From an optimization exercise on the open Yosys and OpenROAD flow, aimed at small area, a short achievable clock period and few clock cycles per item; shortcuts taken in it are not production practice.
No functional check of the RTL was part of any run shown here.
No activity file was given, so power comes from the tool's default toggle rates.

==> flow/design.v (outline; a module is shown in full before it is edited, if it fits) <==
// module mul_pp_tree: 633 lines
// module mac_tree: 253 lines
// module csa_fa: 4 lines
// module csa_ha: 4 lines
// module matrix_multiplier_v2: 157 lines
module matrix_multiplier_v2
# (
    parameter ADDR_WIDTH = 17,
    parameter DATA_WIDTH = 32
)
(
    input clk,
    input rst,
    input start,
    input [DATA_WIDTH - 1 : 0] x_data,
    input [DATA_WIDTH - 1 : 0] y_data,
    input [ADDR_WIDTH - 1 : 0] x_rows,
    input [ADDR_WIDTH - 1 : 0] y_cols,
    input [ADDR_WIDTH - 1 : 0] x_cols_y_rows,
    output reg [ADDR_WIDTH - 1 : 0] x_addr,
    output reg [ADDR_WIDTH - 1 : 0] y_addr,
    output reg [ADDR_WIDTH - 1 : 0] z_addr,
    output reg [DATA_WIDTH - 1 : 0] z_data,
    output reg z_wen,
    output reg busy
);
  // ...
==> flow/flow/run.sh <==
#!/bin/bash
# The standard layout, with the ports buffered by a plain buffer
# instead of the delay cell buffer_ports picks by default.
set -euo pipefail
bash standard.sh "BUFFER_PORTS_ARGS=-buffer_cell sky130_fd_sc_hd__buf_2" finish > standard.log 2>&1
==> flow/standard.sh <==
#!/bin/bash
# synth_recipe.tcl (not shown) runs the flow's synth.tcl, then flattens the netlist and writes it again
# the make line also repeats each setting of config.mk as NAME=value (left out here)
make -C /OpenROAD-flow-scripts/flow DESIGN_CONFIG=/design/flow/config.mk WORK_HOME=/design/flow/orfs CLKGATE_MAP_FILE= SYNTH_SCRIPT=/design/flow/synth_recipe.tcl "${@:-finish}"
==> flow/config.mk <==
export PLATFORM = sky130hd
export DESIGN_NAME = matrix_multiplier_v2
export DESIGN_NICKNAME = matrix_multiplier_v2
export VERILOG_FILES = /design/flow/design.v
export SDC_FILE = /design/flow/constraint.sdc
export NUM_CORES = 4
export LEC_CHECK = 0
export CAP_MARGIN = 20
export CORE_MARGIN = 2
export CORE_UTILIZATION = 40
export SETUP_SLACK_MARGIN = 5
export SLEW_MARGIN = 20
export SYNTH_HIERARCHICAL = 1
export SYNTH_MINIMUM_KEEP_SIZE = 0
==> flow/constraint.sdc <==
create_clock -name core_clock -period 8.5 [get_ports {clk}]
set_input_delay 1.7000 -clock core_clock [delete_from_list [all_inputs] [get_ports {clk}]]
set_output_delay 1.7000 -clock core_clock [all_outputs]
set_load 0.01 [all_outputs]
==> metrics.md, run 1 <==
| Metric | Value |
|---|---|
| Simple-Gate Fraction of Synth Area | `0.0944` |
| Worst Setup Start Kind | `register` |
| Starting Density | `0.405` |
| Status | `complete, no violations` |
| Seq area share | `0.309` |
| Post-DP HPWL | `~52 mm` |
| Cell family with most CP delay | `adder cells` |
| Routed Antenna Nets | `0` |
| Final Hold Viols | `0` |
| Multi-input combinational area share | `0.550` |
| Hold slack | `about 0.33 ns` |
| Dominant synthesized flop cell | `dfxtp_1` |
| I/O pin count | `between 200 and 250` |
| Worst slew margin | `0.280` |
| Via count | `roughly 19000` |
| Plain + repair buffers | `~240` |
| Seq power | `approximately 0.0032 W` |
| Setup tns final | `0 ns` |
| Number of buffers added for setup after CTS | `0` |
| Finished Layout Cells | `3635` |
| Most flops, register | `mid_r` |
| CP Data Required Time | `between 8 and 9 ns` |
| Tot GR Track Use | `0.197` |
| Sw frac | `0.380` |
| Post-synth ARST share | `0` |
| Comb power | `between 0.004 and 0.005 W` |
| Hold path cells | `0` |
| TritonCTS clock tree | `done` |
| CP Depth | `6` |
| Worst r2r dst | `mid_r[111]` |
| Largest family of logic cells by synthesized area | `adder cells` |
| H-tree depth | `2` |
| P_clk | `approximately 0.0023 W` |
| Comb_multi_in | `1886` |
| Worst EP arrival | `around 4 ns` |
| Crit end category | `register` |
| Slowest cell on the critical path | `dfxtp_1` |
==> run 2, diff against run 1 <==
==> flow/flow/run.sh (replaced) <==
#!/bin/bash
# The standard layout, with the ports buffered by a plain buffer
# instead of the delay cell buffer_ports picks by default.
set -euo pipefail
bash standard.sh "BUFFER_PORTS_ARGS=-buffer_cell sky130_fd_sc_hd__buf_2" SETUP_SLACK_MARGIN=5.5 finish > standard.log 2>&1
==> run 2 against run 1 <==
  * Clock skew increased by 0.012 ns
  * Register-to-register slack improved by 0.38 ns
  * Hold slack got worse by 0.0029 ns
  * Flip-flop and latch count is the same
  * Critical endpoint is now mid_r[107]
  * Largest cell class unchanged
  * Largest power group unchanged
==> metrics.md, run 2 <==
| Metric | Value |
|---|---|
| Status | `complete, no violations (unchanged)` |
| Post-Syn Area | `28500 um2 (unchanged)` |
| Area leader, netlist | `dfxtp_1 (unchanged)` |
| Finished Layout Cells | `3679 (was 3635)` |
| Share of cells above drive strength 1 | `0.183 (was 0.135)` |
| RSZ-0062 raised after global routing | `true (was false)` |
| HP Start | `f2 (was f1)` |
| Setup ws final | `5.44 ns (was 5.06 ns)` |
| Setup CP Type | `register to register (unchanged)` |
| Worst r2r dst | `mid_r[107] (was mid_r[111])` |
| Post-synth top area share | `0.290 (unchanged)` |
| Final Max Tran Viols | `0 (unchanged)` |
| Crit end category | `register (unchanged)` |
| Int Pwr | `0.00659 W (was 0.00638 W)` |
| # hold bufs at CTS | `0 (unchanged)` |
| Sequential share of the synthesized area | `0.331 (unchanged)` |
| Starting Density | `0.405 (unchanged)` |
| Pre-CTS setup slack | `4.13 ns (was 4.08 ns)` |
| Achievable Freq | `326 MHz (was 291 MHz)` |
| Sequential Power Share | `0.304 (was 0.311)` |
| Pwr dens | `331 nW/um2 (was 336 nW/um2)` |
| Synthesized instance count | `2736 (unchanged)` |
| Cells on worst reg2reg path | `6 (unchanged)` |
| Critical-path maximum fanout | `25 (was 15)` |
| Synth area leaders | `dfxtp_1 (29%), fa_1 (18%), xnor2_1 (11%) (unchanged)` |
| Top Layer Used | `met5 (unchanged)` |
| Fin crit share | `0.361 (was 0.405)` |
| Mean Syn Cell Area | `10.4 um2 (unchanged)` |
| Vias per inst | `5.42 (was 5.34)` |
| Logic gate share of total power | `0.473 (was 0.468)` |
| HP Class | `register to register (unchanged)` |
| Number of global-route vias before repair | `20800 (was 20300)` |
| Drt initial violations | `1662 (was 1391)` |
| Clk_skew | `0.0406 ns (was 0.0286 ns)` |
| Reg2reg setup slack | `5.44 ns (was 5.06 ns)` |
| Post-Syn Nets | `3214 (unchanged)` |
| Die area | `73500 um2 (unchanged)` |
| Core Region | `70400 um2 (unchanged)` |
| Setup tns final | `0 ns (unchanged)` |
| I/O pin count | `203 (unchanged)` |
| Area Overhead vs Synth | `11.8% (was 7.27%)` |
| Worst slew margin | `0.456 (was 0.280)` |
| Synth Register Bits | `452 (unchanged)` |
| Final Hold Viols | `0 (unchanged)` |
| Routed Antenna Nets | `0 (unchanged)` |
| Static Leak | `12.3 nW (was 11.8 nW)` |
| Gpl congestion | `0.916 (was 0.896)` |
| Hold path cells | `0 (unchanged)` |
| DIE WIDTH | `271 um (unchanged)` |
| Avg WL per Cell | `20.9 um (was 20.0 um)` |
| VDD IR max | `0.199 mV (was 0.165 mV)` |
| Leading cell type in the layout, fill and taps excluded | `dfxtp_1 (unchanged)` |
| Post-route minimum period | `3.06 ns (was 3.44 ns)` |
| Met2 WL | `36.5 mm (was 34.2 mm)` |
| Initial antenna violation count | `29 (was 6)` |
| Die H | `271 um (unchanged)` |
| Sink Count | `452 (unchanged)` |
| Setup Viol. Count Final | `0 (unchanged)` |
| Grt total ovfl | `0 (unchanged)` |
| 1st-pass router iterations | `7 (was 6)` |
| Tot GR Track Use | `0.207 (was 0.197)` |
| Area post-placement | `28900 um2 (was 28800 um2)` |
| Most instantiated cells after synthesis | `dfxtp_1 (413), xnor2_1 (369), fa_1 (257) (unchanged)` |
| Hold path endpoint | `f3 (was f2)` |
| Post-synth EDFFs | `39 (unchanged)` |
| TritonCTS buffer count | `53 (was 49)` |
| Cell total after placement | `3539 (was 3538)` |
| CP Data Required Time | `8.99 ns (was 8.98 ns)` |
| Root buffer cell | `clkbuf_16 (unchanged)` |
| Largest net degree at the start of global routing | `99 (unchanged)` |
| Bufs on Longest Clock Path | `3 (unchanged)` |
| Final Core Density | `0.453 (was 0.435)` |
| Fin area | `31900 um2 (was 30600 um2)` |
| H-tree depth | `2 (unchanged)` |
| NumNets Final | `3164 (was 3127)` |
| Worst Setup SP | `neg_r[4] (was two_r[8])` |
| Commonest non-fill, non-tap cells in the layout | `dfxtp_1 (361), xnor2_1 (357), fa_1 (246) (was dfxtp_1 (396), xnor2_1 (369), fa_1 (257))` |
| Top-count cell post-synth | `dfxtp_1 (unchanged)` |
| Wire length on met1 | `30.8 mm (was 31.7 mm)` |
| Met3 routed WL | `6.42 mm (was 4.77 mm)` |
| First-pass GRT wire length | `120 mm (was 115 mm)` |
| FP Rows | `97 (unchanged)` |
| TritonCTS clock tree | `done (unchanged)` |
| RR Startpoint | `neg_r[4] (was two_r[8])` |
| Worst Setup Start Kind | `register (unchanged)` |
| Post-synth ARST share | `0 (unchanged)` |
| Via count | `19900 (was 19400)` |
| Routed Wire Length | `76.8 mm (was 72.6 mm)` |
| Dominant synthesized flop cell | `dfxtp_1 (unchanged)` |
| Worst slew pin tran | `0.815 ns (was 1.08 ns)` |
| Synth warnings | `7 (unchanged)` |
| Most flops, register | `mid_r (unchanged)` |
| Clock Latency Late Sink | `0.64 ns (was 0.62 ns)` |
| Switching pwr | `0.00398 W (was 0.00391 W)` |
| Clk network pwr share | `0.223 (was 0.220)` |
| Post-synth cell types | `71 (unchanged)` |
| MaxCap Viol Count | `0 (unchanged)` |
| Clk slew on worst S/H paths | `0.06 ns (about the same)` |
| Post-route DRC | `0 (unchanged)` |
| Largest register FFs | `119 (unchanged)` |
| Port Buf Inserts | `202 (unchanged)` |
| Worst EP arrival | `3.55 ns (was 3.92 ns)` |
| Sw frac | `0.377 (was 0.380)` |
| Post-DP HPWL | `54.2 mm (was 52.5 mm)` |
==> run 2: cell families (layout without fill, tap and decap cells) <==
kind of cell    after synthesis  in the layout  share of synthesized area
buf+inv                     398            390                     0.0791
flops                       452            452                      0.331
compound gates              534            534                      0.130
mux                           6              6                    0.00210
other cells                   0             11                          0
xor+xnor                    442            442                      0.138
fa+ha+maj                   360            360                      0.225
simple gates                544            544                     0.0944
==> run 2: cell type report <==
type                    instances  area, um2
fillers                      6603      38500
multi-input cells            1886      17200
flip-flops and latches        452       9580
repair buffers                270       1970
clock buffers                  76       1550
well taps                     940       1180
clock inverters                21        290
inverters                      23       88.8
diodes                         11       27.5
==> run 2: worst max path at each step <==
stage,depth (start not counted),slack (ns),endpoint
4_1_cts,7,5.38,mid_r[107]
3_5_place_dp,8,4.13,col[12]
6_report,6,5.44,mid_r[107]
5_1_grt,6,5.36,mid_r[107]
3_3_place_gp,8,4.24,col[12]
2_1_floorplan,9,5.16,y_addr[16]
==> run 2: repair_timing <==
action                                  in CTS  in global routing
buffers inserted                            12                 11
pin swaps                                   39                 59
endpoints found under the setup margin     111                 33
gates resized for setup                    130                 64
cloned                                       8                  1
==> run 2: metal layers <==
metal,up-vias,global-route usage
met2,846,0.345
met5,-,0
met3,224,0.0518
li1,9086,-
met1,9737,0.258
met4,34,0.0795
==> run 2: per-stage QoR <==
stage / total power, W / hold slack (ns)
3_5_place_dp: 0.00819 / 0.312
5_1_grt: 0.0115 / 0.337
4_1_cts: 0.0107 / 0.326
2_1_floorplan: 0.00858 / 0.310
3_3_place_gp: 0.00801 / 0.311
6_report: 0.0106 / 0.323
==> run 2: power by group through the flow <==
stage               Combinational, W  Sequential [W]  Clock (W)
floorplan                    0.00543         0.00315          0
finish                       0.00500         0.00321    0.00235
global route                 0.00572         0.00327    0.00252
global placement             0.00477         0.00325          0
detailed placement           0.00494         0.00325          0
CTS                          0.00505         0.00322    0.00242
==> run 2: per-module statistics from Yosys (local to each module, per instance) <==
module,copies in the design,cell area [um2]
csa_fa,255,20.0
csa_ha,32,12.5
mac_tree,1,563
matrix_multiplier_v2,1,16400
mul_pp_tree,1,6110
==> run 2: critical path, cell delays in order, from the launching register on <==
cell,delay [ns]
dfxtp_1,0.33
clkbuf_8,0.35
xnor2_2,0.13
fa_1,0.61
fa_2,0.50
fa_2,0.57
fa_1,0.41
==> run 3, diff against run 2 <==
==> flow/flow/run.sh (replaced) <==
#!/bin/bash
# The standard layout, with the ports buffered by a plain buffer
# instead of the delay cell buffer_ports picks by default.
set -euo pipefail
bash standard.sh "BUFFER_PORTS_ARGS=-buffer_cell sky130_fd_sc_hd__buf_2" SETUP_SLACK_MARGIN=5.8 finish > standard.log 2>&1
==> run 3 against run 2 <==
  * Flip-flop and latch count unchanged
  * Critical path depth increased by 2
  * Fmax increased by 2.7%
  * Clock power decreased by 7%
  * Core utilization increased by 2.3 points
  * Total power increased by 1.9%
  * Largest cell class unchanged
  * Highest routed layer unchanged
==> metrics.md, run 3 <==
| Metric | Value |
|---|---|
| Synth area leaders | `dfxtp_1 (29%), fa_1 (18%), xnor2_1 (11%) (unchanged)` |
| Routed Antenna Nets | `0 (unchanged)` |
| Final Max Tran Viols | `0 (unchanged)` |
| Synth warnings | `7 (unchanged)` |
| Largest net degree at the start of global routing | `57 (was 99)` |
| Sink Count | `452 (unchanged)` |
| Most instantiated cells after synthesis | `dfxtp_1 (413), xnor2_1 (369), fa_1 (257) (unchanged)` |
| TritonCTS buffer count | `52 (was 53)` |
| Hold slack | `0.307 ns (was 0.323 ns)` |
| Clk_skew | `0.0450 ns (was 0.0406 ns)` |
| I/O pin count | `203 (unchanged)` |
| Routed Wire Length | `78.3 mm (was 76.8 mm)` |
| Leading cell type in the layout, fill and taps excluded | `xnor2_1 (was dfxtp_1)` |
| Worst Setup Start Kind | `register (unchanged)` |
| Post-Syn Nets | `3214 (unchanged)` |
| Port Buf Inserts | `202 (unchanged)` |
| CP Data Required Time | `8.97 ns (was 8.99 ns)` |
| Critical-path maximum fanout | `4 (was 25)` |
| DIE WIDTH | `271 um (unchanged)` |
| Gpl congestion | `0.894 (was 0.916)` |
| Grt total ovfl | `0 (unchanged)` |
| Synthesized instance count | `2736 (unchanged)` |
| Post-DP HPWL | `53.9 mm (was 54.2 mm)` |
| Tot GR Track Use | `0.212 (was 0.207)` |
| Post-synth cell types | `71 (unchanged)` |
| Bufs on Longest Clock Path | `3 (unchanged)` |
| Clock Latency Late Sink | `0.63 ns (was 0.64 ns)` |
| Share of cells above drive strength 1 | `0.255 (was 0.183)` |
| Commonest non-fill, non-tap cells in the layout | `xnor2_1 (354), dfxtp_1 (295), fa_1 (224) (was dfxtp_1 (361), xnor2_1 (357), fa_1 (246))` |
| Post-route minimum period | `2.98 ns (was 3.06 ns)` |
| Static Leak | `12.8 nW (was 12.3 nW)` |
| H-tree depth | `2 (unchanged)` |
| Final Hold Viols | `0 (unchanged)` |
| Achievable Freq | `335 MHz (was 326 MHz)` |
| Post-synth top area share | `0.290 (unchanged)` |
| Synth Register Bits | `452 (unchanged)` |
| Post-Syn Area | `28500 um2 (unchanged)` |
| Area Overhead vs Synth | `17.6% (was 11.8%)` |
| FP Rows | `97 (unchanged)` |
| HP Class | `register to register (unchanged)` |
| Sequential share of the synthesized area | `0.331 (unchanged)` |
| Setup tns final | `0 ns (unchanged)` |
| VDD IR max | `0.186 mV (was 0.199 mV)` |
| Post-synth ARST share | `0 (unchanged)` |
| Dominant synthesized flop cell | `dfxtp_1 (unchanged)` |
| Post-synth EDFFs | `39 (unchanged)` |
| Number of global-route vias before repair | `21200 (was 20800)` |
| Avg WL per Cell | `20.8 um (was 20.9 um)` |
| Pre-CTS setup slack | `4.44 ns (was 4.13 ns)` |
| Post-route DRC | `0 (unchanged)` |
| Worst slew pin tran | `0.647 ns (was 0.815 ns)` |
| Setup Viol. Count Final | `0 (unchanged)` |
| Top-count cell post-synth | `dfxtp_1 (unchanged)` |
| Crit end category | `register (unchanged)` |
| MaxCap Viol Count | `0 (unchanged)` |
| RSZ-0062 raised after global routing | `true (unchanged)` |
| First-pass GRT wire length | `122 mm (was 120 mm)` |
| TritonCTS clock tree | `done (unchanged)` |
| 1st-pass router iterations | `5 (was 7)` |
| Pwr dens | `321 nW/um2 (was 331 nW/um2)` |
| Setup CP Type | `register to register (unchanged)` |
| Root buffer cell | `clkbuf_16 (unchanged)` |
| Fin crit share | `0.351 (was 0.361)` |
| Worst EP arrival | `3.46 ns (was 3.55 ns)` |
| Drt initial violations | `1693 (was 1662)` |
| Via count | `20300 (was 19900)` |
| NumNets Final | `3242 (was 3164)` |
| Setup ws final | `5.52 ns (was 5.44 ns)` |
| Initial antenna violation count | `26 (was 29)` |
| Worst slew margin | `0.565 (was 0.456)` |
| Die H | `271 um (unchanged)` |
| Die area | `73500 um2 (unchanged)` |
| Vias per inst | `5.39 (was 5.42)` |
| Mean Syn Cell Area | `10.4 um2 (unchanged)` |
| Area leader, netlist | `dfxtp_1 (unchanged)` |
| Most flops, register | `mid_r (unchanged)` |
| Starting Density | `0.405 (unchanged)` |
| Clk slew on worst S/H paths | `0.06 ns (about the same)` |
| Core Region | `70400 um2 (unchanged)` |
| Largest register FFs | `119 (unchanged)` |
| Status | `complete, no violations (unchanged)` |
-- run 3: cell counts after synthesis --
Identical to the previous run, type by type.
-- run 3: path summary, 6_finish.rpt --
kind	from	end	slack, ns	depth (start not counted)
setup reg to reg	two_r[1]	mid_r[103]	5.52	8
hold / removal	f2	f3	0.31	0
setup / recovery	two_r[1]	mid_r[103]	5.52	8
hold reg to reg	f2	f3	0.31	0
-- run 3: cell families (layout without fill, tap and decap cells) --
logic type	after synthesis	in the layout	share of synthesized area
buffers and inverters	398	467	0.0791
adders and majority gates	360	360	0.225
AOI/OAI and AO/OA	534	534	0.130
xor gates and xnor gates	442	442	0.138
muxes	6	6	0.00210
and+or+nand+nor	544	544	0.0944
other	0	18	0
DFF	452	452	0.331
-- run 3: timing repair --
item,in CTS,in global routing
hold buffers,0,0
cloned,10,0
gates resized for setup,303,119
pin swaps,45,69
setup buffers,75,29
endpoints found under the setup margin,274,174
-- run 3: area by class of cell --
type	count	area, um2
Clock buffer	73	1470
Sequential cell	452	9730
Timing Repair Buffer	349	3150
Multi-Input combinational cell	1886	17700
Fill cell	6414	36800
Inverter	23	87.6
Tap cell	940	1180
Clock inverter	22	214
Antenna cell	18	45.0
-- run 3: worst max-delay path: stages, from the launching register on --
cell and delay [ns]:
dfxtp_4 0.35, buf_12 0.13, buf_12 0.13, a22oi_2 0.13, xnor2_1 0.15, fa_1 0.45, fa_1 0.50, fa_2 0.57
fa_2 0.42
-- run 3: per-layer routing --
layer  up-vias  global-route usage  wire [um]
li1       9245                   -          -
met1      9939               0.269      31900
met3       245              0.0427       5730
met5         -                   0        125
met2       819               0.340      36300
met4        18               0.113       4290
-- run 3: report_power, final --
part / leakage (nW) / internal (W) / switching, W
sequential: 3.88 / 0.00284 / 0.000399
combinational: 8.14 / 0.00260 / 0.00274
clock: 0.827 / 0.00125 / 0.000946
-- run 3: modules after synthesis (local to each module, per instance) --
module	area [um2]	cells	flip-flops and latches
mul_pp_tree	6110	819	0
csa_fa	20.0	1	0
mac_tree	563	71	0
matrix_multiplier_v2	16400	1559	452
csa_ha	12.5	1	0
-- run 3: through the flow --
stage / cells / instance area, um2 / utilization / power, W
2_1_floorplan: 2736 / 29100 / - / 0.00864
3_3_place_gp: 3536 / 29100 / 0.414 / 0.00806
3_5_place_dp: 3536 / 29100 / 0.414 / 0.00818
4_1_cts: 3716 / 32800 / 0.466 / 0.0107
5_1_grt: 3759 / 33600 / 0.477 / 0.0118
6_report: 3763 / 33600 / 0.477 / 0.0108
==> module matrix_multiplier_v2, before the edit <==
module matrix_multiplier_v2
# (
    parameter ADDR_WIDTH = 17,
    parameter DATA_WIDTH = 32
)
(
    input clk,
    input rst,
    input start,
    input [DATA_WIDTH - 1 : 0] x_data,
    input [DATA_WIDTH - 1 : 0] y_data,
    input [ADDR_WIDTH - 1 : 0] x_rows,
    input [ADDR_WIDTH - 1 : 0] y_cols,
    input [ADDR_WIDTH - 1 : 0] x_cols_y_rows,
    output reg [ADDR_WIDTH - 1 : 0] x_addr,
    output reg [ADDR_WIDTH - 1 : 0] y_addr,
    output reg [ADDR_WIDTH - 1 : 0] z_addr,
    output reg [DATA_WIDTH - 1 : 0] z_data,
    output reg z_wen,
    output reg busy
);
localparam AW = ADDR_WIDTH;
localparam DW = DATA_WIDTH;
localparam MW = 119;
localparam ND = 16;
reg          act;        
reg          kz;         
reg          k1, c1;     
reg          fst;        
reg          lk, lc, lr; 
reg [AW-1:0] kcnt;       
reg [AW-1:0] ccnt;       
reg [AW-1:0] rcnt;       
reg [AW-1:0] col;        
reg [AW-1:0] rowbase;    
wire [AW-1:0] col_inc = col + 1'b1;
wire [AW-1:0] x_inc   = x_addr + 1'b1;
always @(posedge clk) begin
    if (rst)
        act <= 1'b0;
    else if (start)
        act <= (x_rows != 0) && (y_cols != 0);
    else if (lk && lc && lr)
        act <= 1'b0;
end
always @(posedge clk) begin
    if (start) begin
        kz      <= (x_cols_y_rows == 0);
        k1      <= (x_cols_y_rows == 1);
        c1      <= (y_cols == 1);
        lk      <= (x_cols_y_rows == 0) || (x_cols_y_rows == 1);
        lc      <= (y_cols == 1);
        lr      <= (x_rows == 1);
        kcnt    <= x_cols_y_rows;
        ccnt    <= y_cols;
        rcnt    <= x_rows;
        col     <= {AW{1'b0}};
        rowbase <= {AW{1'b0}};
        x_addr  <= {AW{1'b0}};
        y_addr  <= {AW{1'b0}};
        fst     <= 1'b1;
    end else begin
        fst <= lk;
        if (!lk) begin
            kcnt   <= kcnt - 1'b1;
            lk     <= (kcnt == 2);
            x_addr <= x_inc;
            y_addr <= y_addr + y_cols;
        end else begin
            kcnt <= x_cols_y_rows;
            lk   <= kz | k1;
            if (!lc) begin
                ccnt   <= ccnt - 1'b1;
                lc     <= (ccnt == 2);
                col    <= col_inc;
                y_addr <= col_inc;
                x_addr <= rowbase;
            end else begin
                ccnt    <= y_cols;
                lc      <= c1;
                col     <= {AW{1'b0}};
                y_addr  <= {AW{1'b0}};
                rcnt    <= rcnt - 1'b1;
                lr      <= (rcnt == 2);
                rowbase <= x_inc;
                x_addr  <= x_inc;
            end
        end
    end
end
reg v1, f1, l1;                      
reg v2, f2, l2;                      
reg [DW-1:0] a_r;
reg [ND-1:0] one_r, two_r, neg_r;    
reg v3, f3, l3;                      
reg [MW-1:0] mid_r;
reg v4, l4;                          
reg [DW-1:0] acc_s, acc_c;
wire [MW-1:0] mid;
wire [DW-1:0] nxt_s, nxt_c;
mul_pp_tree mul_pp_tree
(
    .A(a_r),
    .ONE(one_r),
    .TWO(two_r),
    .NEG(neg_r),
    .MID(mid)
);
mac_tree mac_tree
(
    .MID(mid_r),
    .ACC(f3 ? {DW{1'b0}} : acc_s),
    .ACC2(f3 ? {DW{1'b0}} : acc_c),
    .S(nxt_s),
    .C(nxt_c)
);
always @(posedge clk) begin
    if (rst) begin
        v1 <= 1'b0; v2 <= 1'b0; v3 <= 1'b0; v4 <= 1'b0;
        z_wen <= 1'b0;
        busy  <= 1'b0;
    end else begin
        v1 <= act;
        v2 <= v1;
        v3 <= v2;
        v4 <= v3;
        z_wen <= v4 & l4;
        busy  <= (start & (x_rows != 0) & (y_cols != 0)) | act | v1 | v2 | v3 | v4;
    end
end
wire [DW:0] yb = {y_data, 1'b0};
integer i;
always @(posedge clk) begin
    for (i = 0; i < ND; i = i + 1) begin
        one_r[i] <= yb[2*i+1] ^ yb[2*i];
        two_r[i] <= (yb[2*i+2] ^ yb[2*i+1]) & ~(yb[2*i+1] ^ yb[2*i]);
        neg_r[i] <= yb[2*i+2] & ~(yb[2*i+1] & yb[2*i]);
    end
end
always @(posedge clk) begin
    f1 <= fst;    l1 <= lk;
    f2 <= f1;     l2 <= l1;
    f3 <= f2;     l3 <= l2;
    l4 <= l3;
    a_r <= kz ? {DW{1'b0}} : x_data;
    mid_r <= mid;
    acc_s <= nxt_s;
    acc_c <= nxt_c;
    z_data <= acc_s + acc_c;
end
always @(posedge clk) begin
    if (start)
        z_addr <= {AW{1'b0}};
    else if (z_wen)
        z_addr <= z_addr + 1'b1;
end
endmodule
==> run 4, diff against run 3 <==
--- a/flow/design.v
+++ b/flow/design.v
@@ -927,3 +927,3 @@
 reg [AW-1:0] kcnt;       
-reg [AW-1:0] ccnt;       
+reg [AW-1:0] cm1;        
 reg [AW-1:0] rcnt;       
@@ -950,3 +950,3 @@
         kcnt    <= x_cols_y_rows;
-        ccnt    <= y_cols;
+        cm1     <= y_cols - 1'b1;
         rcnt    <= x_rows;
@@ -963,3 +963,3 @@
             x_addr <= x_inc;
-            y_addr <= y_addr + y_cols;
+            y_addr <= y_addr + cm1 + 1'b1;
         end else begin
@@ -968,4 +968,3 @@
             if (!lc) begin
-                ccnt   <= ccnt - 1'b1;
-                lc     <= (ccnt == 2);
+                lc     <= (col_inc == cm1);
                 col    <= col_inc;
@@ -974,3 +973,2 @@
             end else begin
-                ccnt    <= y_cols;
                 lc      <= c1;
==> flow/flow/run.sh (replaced) <==
#!/bin/bash
# The standard layout, with the ports buffered by a plain buffer
# instead of the delay cell buffer_ports picks by default.
set -euo pipefail
bash standard.sh "BUFFER_PORTS_ARGS=-buffer_cell sky130_fd_sc_hd__buf_2" SETUP_SLACK_MARGIN=5.5 finish > standard.log 2>&1
--- a/flow/config.mk
+++ b/flow/config.mk
@@ -9,4 +9,5 @@
 export CORE_MARGIN = 2
-export CORE_UTILIZATION = 40
-export SETUP_SLACK_MARGIN = 5
+export CORE_UTILIZATION = 60
+export CTS_CLUSTER_DIAMETER = 100
+export CTS_CLUSTER_SIZE = 20
 export SLEW_MARGIN = 20
==> run 4 against run 3 <==
  * Still clean
  * Hold slack improved by 0.025 ns
  * Sequential power down 2%
  * Combinational power decreased by 9.2%
  * Die area fell by 33%
  * Synthesized cell count fell by 1.6%
  * Cell area fell by 9.3%
  * Routed wire length fell by 11%
  * Critical path depth shrank 1
  * Clock power shrank 42%
  * Sequential share of layout area grew 2.4 points
  * Core utilization increased by 18 points
  * Critical path type unchanged
  * Largest power group unchanged
==> metrics.md, run 4 <==
| Metric | Value |
|---|---|
| Synthesized instance count | `2691 (was 2736)` |
| Area post-placement | `28400 um2 (was 29100 um2)` |
| H-tree depth | `1 (was 2)` |
| Via count | `19300 (was 20300)` |
| Area Overhead vs Synth | `7.31% (was 17.6%)` |
| RSZ-0062 raised after global routing | `true (unchanged)` |
| Largest stage delay on the critical path | `0.58 ns (was 0.57 ns)` |
| Vias per inst | `5.91 (was 5.39)` |
| Grt total ovfl | `0 (unchanged)` |
| Slowest cell on the critical path | `fa_1 (was fa_2)` |
| Finished Layout Cells | `3267 (was 3763)` |
| Sink Count | `452 (unchanged)` |
| Worst slew margin | `0.442 (was 0.565)` |
| Top-count cell post-synth | `dfxtp_1 (unchanged)` |
| Crit end category | `register (unchanged)` |
| First-pass GRT wire length | `108 mm (was 122 mm)` |
| Tot GR Track Use | `0.279 (was 0.212)` |
| Dominant synthesized flop cell | `dfxtp_1 (unchanged)` |
| CP Depth | `7 (was 8)` |
| Routed Wire Length | `70.1 mm (was 78.3 mm)` |
| Most instantiated cells after synthesis | `dfxtp_1 (413), xnor2_1 (380), fa_1 (257) (was dfxtp_1 (413), xnor2_1 (369), fa_1 (257))` |
| Port Buf Inserts | `202 (unchanged)` |
| Die area | `49000 um2 (was 73500 um2)` |
| Synth area leaders | `dfxtp_1 (29%), fa_1 (18%), xnor2_1 (12%) (was dfxtp_1 (29%), fa_1 (18%), xnor2_1 (11%))` |
| Hold path cells | `0 (unchanged)` |
| Number of global-route vias before repair | `19600 (was 21200)` |
| Clk_skew | `0.0337 ns (was 0.0450 ns)` |
| 1st-pass router iterations | `17 (was 5)` |
| VDD IR max | `0.171 mV (was 0.186 mV)` |
| Setup Viol. Count Final | `0 (unchanged)` |
| DIE WIDTH | `221 um (was 271 um)` |
| Static Leak | `11.9 nW (was 12.8 nW)` |
| Gpl congestion | `0.881 (was 0.894)` |
| Clock Latency Late Sink | `0.61 ns (was 0.63 ns)` |
| Cell family with most CP delay | `adder cells (unchanged)` |
| Cell total after placement | `3183 (was 3536)` |
| Starting Density | `0.608 (was 0.405)` |
| TritonCTS clock tree | `done (unchanged)` |
| CP Data Required Time | `8.96 ns (was 8.97 ns)` |
| # hold bufs at CTS | `0 (unchanged)` |
| Achievable Freq | `334 MHz (was 335 MHz)` |
| Initial antenna violation count | `21 (was 26)` |
| Fin crit share | `0.352 (was 0.351)` |
| Drt initial violations | `1336 (was 1693)` |
| Final Max Tran Viols | `0 (unchanged)` |
| Pre-CTS setup slack | `4.44 ns (about the same)` |
| Post-route DRC | `0 (unchanged)` |
| Setup ws final | `5.50 ns (was 5.52 ns)` |
| Die H | `221 um (was 271 um)` |
| Commonest non-fill, non-tap cells in the layout | `dfxtp_1 (371), xnor2_1 (369), fa_1 (255) (was xnor2_1 (354), dfxtp_1 (295), fa_1 (224))` |
| Post-Syn Nets | `3170 (was 3214)` |
| Clk slew on worst S/H paths | `0.08 ns (was 0.06 ns)` |
| Setup tns final | `0 ns (unchanged)` |
| Fin area | `30400 um2 (was 33600 um2)` |
| Worst Setup Start Kind | `register (unchanged)` |
| Critical-path maximum fanout | `12 (was 4)` |
| TritonCTS buffer count | `26 (was 52)` |
| Share of cells above drive strength 1 | `0.166 (was 0.255)` |
| I/O pin count | `203 (unchanged)` |
| Post-route minimum period | `3.00 ns (was 2.98 ns)` |
| Area of the multi-input gates | `17100 um2 (was 17700 um2)` |
| Sequential share of the synthesized area | `0.333 (was 0.331)` |
| Register Area | `9550 um2 (was 9730 um2)` |
| Worst slew pin tran | `0.836 ns (was 0.647 ns)` |
| Most flops, register | `mid_r (unchanged)` |
| FP Rows | `79 (was 97)` |
| NumNets Final | `3124 (was 3242)` |
| Core Region | `46700 um2 (was 70400 um2)` |
| Post-synth top area share | `0.291 (was 0.290)` |
| Area leader, netlist | `dfxtp_1 (unchanged)` |
| Synth Register Bits | `452 (unchanged)` |
| Largest register FFs | `119 (unchanged)` |
| Post-synth ARST share | `0 (unchanged)` |
| Final Hold Viols | `0 (unchanged)` |
| Synth warnings | `7 (unchanged)` |
| Crit path top cell by count | `fa_1` |
| Worst EP arrival | `3.46 ns (about the same)` |
| Leading cell type in the layout, fill and taps excluded | `dfxtp_1 (was xnor2_1)` |
| HP Class | `register to register (unchanged)` |
| Bufs on Longest Clock Path | `3 (unchanged)` |
| Post-DP HPWL | `48.3 mm (was 53.9 mm)` |
| Cells on worst reg2reg path | `7 (was 8)` |
| Hold slack | `0.332 ns (was 0.307 ns)` |
| Filler cells | `3725 (was 6414)` |
| Post-synth cell types | `68 (was 71)` |
| MaxCap Viol Count | `0 (unchanged)` |
| Crit path buffers/inverters | `1 (was 2)` |
| Avg WL per Cell | `21.4 um (was 20.8 um)` |
| Setup CP Type | `register to register (unchanged)` |
| Largest net degree at the start of global routing | `103 (was 57)` |
| Pwr dens | `305 nW/um2 (was 321 nW/um2)` |
| Root buffer cell | `clkbuf_16 (unchanged)` |
| Critical-path cell list | `buf_12, a22oi_2, xnor2_2, fa_1, fa_1, fa_1, fa_1 (was buf_12, buf_12, a22oi_2, xnor2_1, fa_1, fa_1, fa_2, fa_2)` |
| Mean Syn Cell Area | `10.5 um2 (was 10.4 um2)` |
| Status | `complete, no violations (unchanged)` |
| Post-synth EDFFs | `39 (unchanged)` |
| Post-Syn Area | `28400 um2 (was 28500 um2)` |
| Reg2reg setup slack | `5.50 ns (was 5.52 ns)` |
| Routed Antenna Nets | `0 (unchanged)` |
-- run 4: cell count changes after synthesis, sizes merged, moves of 6 or more --
cell / delta
o31ai: +7
or3: +6
nor4: -8
nand2: -25
xnor2: +11
inv: +8
o21ai: -26
clkbuf: -9
-- run 4: cell families after synthesis --
group | after synthesis | synth area share
fa+ha+maj | 361 | 0.227
compound gates | 507 | 0.126
flops | 452 | 0.333
simple gates | 517 | 0.0913
mux | 4 | 0.00141
xor+xnor | 454 | 0.142
buf+inv | 396 | 0.0795
-- run 4: metrics by stage --
step                power [W]  utilization
finish                0.00930        0.653
global route           0.0102        0.652
CTS                   0.00933        0.639
detailed placement    0.00791        0.609
global placement      0.00776        0.609
floorplan             0.00840            -
-- run 4: cell type report --
class | instances | share of cell area
clock buffers | 33 | 0.0222
repair buffers | 290 | 0.0723
diodes | 8 | 0.000657
inverters | 32 | 0.00394
well taps | 607 | 0.0249
clock inverters | 2 | 0.00127
multi-input cells | 1843 | 0.561
flip-flops and latches | 452 | 0.314
-- run 4: per-module statistics from Yosys (local to each module, per instance) --
module,cells,flops+latches,area [um2],times used
matrix_multiplier_v2,1514,452,16200,1
mul_pp_tree,819,0,6110,1
mac_tree,71,0,563,1
csa_fa,1,0,20.0,255
csa_ha,1,0,12.5,32
-- run 4: metal layers --
metal | GRT usage | vias up | part of all wire
met2 | 0.472 | 666 | 0.49
li1 | - | 8883 | -
met5 | 0 | - | 0.0025
met4 | 0.0865 | 26 | 0.031
met1 | 0.367 | 9588 | 0.41
met3 | 0.0509 | 148 | 0.068
-- run 4: where the power goes --
part / leakage (nW) / switching, W / internal (W)
sequential: 3.84 / 0.000349 / 0.00282
combinational: 7.67 / 0.00251 / 0.00235
clock: 0.345 / 0.000709 / 0.000564
total: 11.9 / 0.00357 / 0.00573
-- run 4: path summary, 6_finish.rpt --
check | startpoint | to
min | l1 | l2
max | two_r[4] | mid_r[103]
max reg2reg | two_r[4] | mid_r[103]
min reg2reg | l1 | l2
-- run 4: repair_timing --
item,4_1_cts,5_1_grt
endpoints found under the setup margin,79,23
pin swaps,27,55
setup buffers,4,26
gates cloned,8,3
hold endpoints to repair,0,0
resized for setup,109,80
==> run 5, diff against run 4 <==
==> flow/flow/run.sh (replaced) <==
#!/bin/bash
# The standard layout, with the ports buffered by a plain buffer
# instead of the delay cell buffer_ports picks by default.
set -euo pipefail
bash standard.sh "BUFFER_PORTS_ARGS=-buffer_cell sky130_fd_sc_hd__buf_1" SETUP_SLACK_MARGIN=5.65 finish > standard.log 2>&1
--- a/flow/config.mk
+++ b/flow/config.mk
@@ -9,3 +9,3 @@
 export CORE_MARGIN = 2
-export CORE_UTILIZATION = 60
+export CORE_UTILIZATION = 75
 export CTS_CLUSTER_DIAMETER = 100
==> run 5 against run 4 <==
  * Critical path type unchanged
  * Clock-buffer cell count rose by 1
  * Largest cell class unchanged
  * Flip-flop and latch count did not move
  * Sequential power rose by 1%
  * Hold slack got worse by 0.0044 ns
==> metrics.md, run 5 <==
| Metric | Value |
|---|---|
| Status | `complete, no violations (unchanged)` |
| Area Overhead vs Synth | `8.96% (was 7.31%)` |
| Root buffer cell | `clkbuf_16 (unchanged)` |
| Cells on worst reg2reg path | `7 (unchanged)` |
| Worst slew margin | `0.526 (was 0.442)` |
| Routed Wire Length | `76.7 mm (was 70.1 mm)` |
| TritonCTS buffer count | `26 (unchanged)` |
| I/O pin count | `203 (unchanged)` |
| Setup CP Type | `register to register (unchanged)` |
| Static Leak | `11.7 nW (was 11.9 nW)` |
| Most flops, register | `mid_r (unchanged)` |
| Via count | `20600 (was 19300)` |
| Share of cells above drive strength 1 | `0.163 (was 0.166)` |
| Setup ws final | `5.43 ns (was 5.50 ns)` |
| Clock Latency Late Sink | `0.61 ns (about the same)` |
| Post-Synth XOR/XNOR Area | `0.142 (unchanged)` |
| Gpl congestion | `0.931 (was 0.881)` |
| Avg WL per Cell | `24.0 um (was 21.4 um)` |
| Critical-path maximum fanout | `9 (was 12)` |
| Crit end category | `register (unchanged)` |
| Critical-path cell list | `buf_12, a22oi_2, xnor2_1, fa_1, fa_2, fa_1, fa_2 (was buf_12, a22oi_2, xnor2_2, fa_1, fa_1, fa_1, fa_1)` |
| # hold bufs at CTS | `0 (unchanged)` |
| Leading cell type in the layout, fill and taps excluded | `xnor2_1 (was dfxtp_1)` |
| Slowest cell on the critical path | `fa_1 (unchanged)` |
| Dominant synthesized flop cell | `dfxtp_1 (unchanged)` |
| Worst EP arrival | `3.55 ns (was 3.46 ns)` |
| Worst slew pin tran | `0.708 ns (was 0.836 ns)` |
| Routed Antenna Nets | `0 (unchanged)` |
| Fin area | `30900 um2 (was 30400 um2)` |
| Initial antenna violation count | `17 (was 21)` |
| DIE WIDTH | `199 um (was 221 um)` |
| H-tree depth | `1 (unchanged)` |
| VDD IR max | `0.182 mV (was 0.171 mV)` |
| Filler cells | `2131 (was 3725)` |
| Largest net degree at the start of global routing | `104 (was 103)` |
| Area leader, netlist | `dfxtp_1 (unchanged)` |
| Top-count cell post-synth | `dfxtp_1 (unchanged)` |
| Bufs on Longest Clock Path | `3 (unchanged)` |
| Largest stage delay on the critical path | `0.59 ns (was 0.58 ns)` |
| Sequential share of the synthesized area | `0.333 (unchanged)` |
| Sink Count | `452 (unchanged)` |
| Post-synth EDFFs | `39 (unchanged)` |
| 1st-pass router iterations | `9 (was 17)` |
| Post-route minimum period | `3.07 ns (was 3.00 ns)` |
| Cell family with most CP delay | `adder cells (unchanged)` |
| Cell total after placement | `3073 (was 3183)` |
| Mux share of post-synthesis cell area | `0.00141 (unchanged)` |
| Post-Syn Area | `28400 um2 (unchanged)` |
| CP Data Required Time | `8.98 ns (was 8.96 ns)` |
| MaxCap Viol Count | `0 (unchanged)` |
| Fin crit share | `0.361 (was 0.352)` |
| Post-synth cell types | `68 (unchanged)` |
| Crit path buffers/inverters | `1 (unchanged)` |
| Simple-Gate Fraction of Synth Area | `0.0913 (unchanged)` |
| Area post-placement | `28100 um2 (was 28400 um2)` |
| Vias per inst | `6.42 (was 5.91)` |
| Pre-CTS setup slack | `4.79 ns (was 4.44 ns)` |
| NumNets Final | `3155 (was 3124)` |
| Achievable Freq | `326 MHz (was 334 MHz)` |
| CP Depth | `7 (unchanged)` |
| TritonCTS clock tree | `done (unchanged)` |
| Core Region | `37500 um2 (was 46700 um2)` |
| Die H | `199 um (was 221 um)` |
| Post-DP HPWL | `47.6 mm (was 48.3 mm)` |
| Clk_skew | `0.0173 ns (was 0.0337 ns)` |
| HP Class | `register to register (unchanged)` |
| Fraction of the mapped netlist area in compound gates | `0.126 (unchanged)` |
| Hold slack | `0.328 ns (was 0.332 ns)` |
| Post-route DRC | `0 (unchanged)` |
| Synth Register Bits | `452 (unchanged)` |
| Grt total ovfl | `0 (unchanged)` |
| Post-Syn Nets | `3170 (unchanged)` |
| Synth warnings | `7 (unchanged)` |
| FP Rows | `71 (was 79)` |
| Hold path cells | `0 (unchanged)` |
| Tot GR Track Use | `0.372 (was 0.279)` |
| Synthesized instance count | `2691 (unchanged)` |
| Setup tns final | `0 ns (unchanged)` |
| Clk slew on worst S/H paths | `0.08 ns (about the same)` |
| Setup Viol. Count Final | `0 (unchanged)` |
| Largest register FFs | `119 (unchanged)` |
| Mean Syn Cell Area | `10.5 um2 (unchanged)` |
| Starting Density | `0.757 (was 0.608)` |
| Final Hold Viols | `0 (unchanged)` |
| Port Buf Inserts | `202 (unchanged)` |
| Most instantiated cells after synthesis | `dfxtp_1 (413), xnor2_1 (380), fa_1 (257) (unchanged)` |
| Pwr dens | `317 nW/um2 (was 305 nW/um2)` |
| Drt initial violations | `2387 (was 1336)` |
| Post-synth ARST share | `0 (unchanged)` |
| Worst Setup Start Kind | `register (unchanged)` |
| Commonest non-fill, non-tap cells in the layout | `xnor2_1 (361), dfxtp_1 (312), fa_1 (240) (was dfxtp_1 (371), xnor2_1 (369), fa_1 (255))` |
| Synth Area in Adders | `0.227 (unchanged)` |
| Synth area leaders | `dfxtp_1 (29%), fa_1 (18%), xnor2_1 (12%) (unchanged)` |
| Post-synth top area share | `0.291 (unchanged)` |
| Largest family of logic cells by synthesized area | `adder cells (unchanged)` |
| Number of global-route vias before repair | `20600 (was 19600)` |
| Finished Layout Cells | `3203 (was 3267)` |
| First-pass GRT wire length | `112 mm (was 108 mm)` |
| Die area | `39400 um2 (was 49000 um2)` |
| Final Max Tran Viols | `0 (unchanged)` |
| RSZ-0062 raised after global routing | `true (unchanged)` |
-- run 5: repair_timing --
action | 4_1_cts | 5_1_grt
setup endpoints to repair | 168 | 103
gates cloned | 7 | 6
pin swaps | 46 | 52
resized for setup | 209 | 131
buffers inserted | 26 | 46
-- run 5: final timing paths --
kind / slack [ns] / from / endpoint
setup reg to reg: 5.43 / one_r[0] / mid_r[111]
setup / recovery: 5.43 / one_r[0] / mid_r[111]
hold reg to reg: 0.33 / f2 / f3
hold / removal: 0.33 / f2 / f3
-- run 5: area by class of cell --
type	count	area, um2	share of cell area
clock inverters	2	60.1	0.00194
multi-input cells	1843	17400	0.562
inverters	32	134	0.00433
well taps	511	639	0.0207
clock buffers	34	701	0.0227
repair buffers	321	2300	0.0744
flip-flops and latches	452	9690	0.313
diodes	8	20.0	0.000648
-- run 5: per-module statistics from Yosys (local to each module, per instance) --
| module | cells | cell area, um2 |
|---|---|---|
| matrix_multiplier_v2 | 1514 | 16200 |
| mul_pp_tree | 819 | 6110 |
| mac_tree | 71 | 563 |
| csa_fa | 1 | 20.0 |
| csa_ha | 1 | 12.5 |
-- run 5: routing by layer --
layer  routed length [um]  global-route usage
met3                 8180              0.0843
met4                 5160               0.194
met1                27300               0.451
met5                   99                   0
met2                36000               0.623
-- run 5: kinds of logic after synthesis --
family,count (synthesis)
xor gates and xnor gates,454
AOI/OAI and AO/OA,507
and+or+nand+nor,517
adders and majority gates,361
buffers and inverters,396
muxes,4
DFF,452
-- run 5: where the power goes --
part | switching, W | internal (W) | total (W)
clock | 0.000724 | 0.000611 | 0.00133
combinational | 0.00279 | 0.00249 | 0.00528
sequential | 0.000377 | 0.00282 | 0.00320
total | 0.00389 | 0.00592 | 0.00981
-- run 5: per-stage QoR --
stage	util	power (W)
6_report	0.825	0.00981
5_1_grt	0.824	0.0105
4_1_cts	0.799	0.00953
3_5_place_dp	0.749	0.00783
3_3_place_gp	0.749	0.00752
2_1_floorplan	-	0.00841

[port drivers added, routing unchanged]
Ports are ideal in the flow. The routed layouts listed here were re-timed in OpenROAD.
Step 1 sets driving cells, clkbuf_16 on the clock port and buf_2 on the other inputs (assumed; they add their load-dependent delay and slew).
Step 2, shift: input delay + t, output delay - t, t = (earliest + latest rising clock arrival at the registers) / 2. This alone moves slack from input paths to output paths.
a / b / c = ideal / step 1 / step 2; a / b = the first two.
run	t, ns	setup slack, ns	slew at the worst register clock pin (ns)	worst slew at a driven data input, ns	pins driven straight from the clock port
run 1	0.670	5.058 / 5.058 / 4.631	0.07 / 0.07	0.11	1
run 2	0.678	5.435 / 5.435 / 4.801	0.06 / 0.06	0.11	1
run 3	0.671	5.515 / 5.515 / 4.948	0.07 / 0.07	0.16	1
run 4	0.655	5.505 / 5.490 / 5.029	0.10 / 0.10	0.08	1
run 5	0.666	5.434 / 5.434 / 5.107	0.09 / 0.09	0.12	1
After both steps setup and hold are still met in every run listed. The setup slack of run 2, which loses most, moves by 0.000 ns with the drivers and by -0.634 ns with both steps.
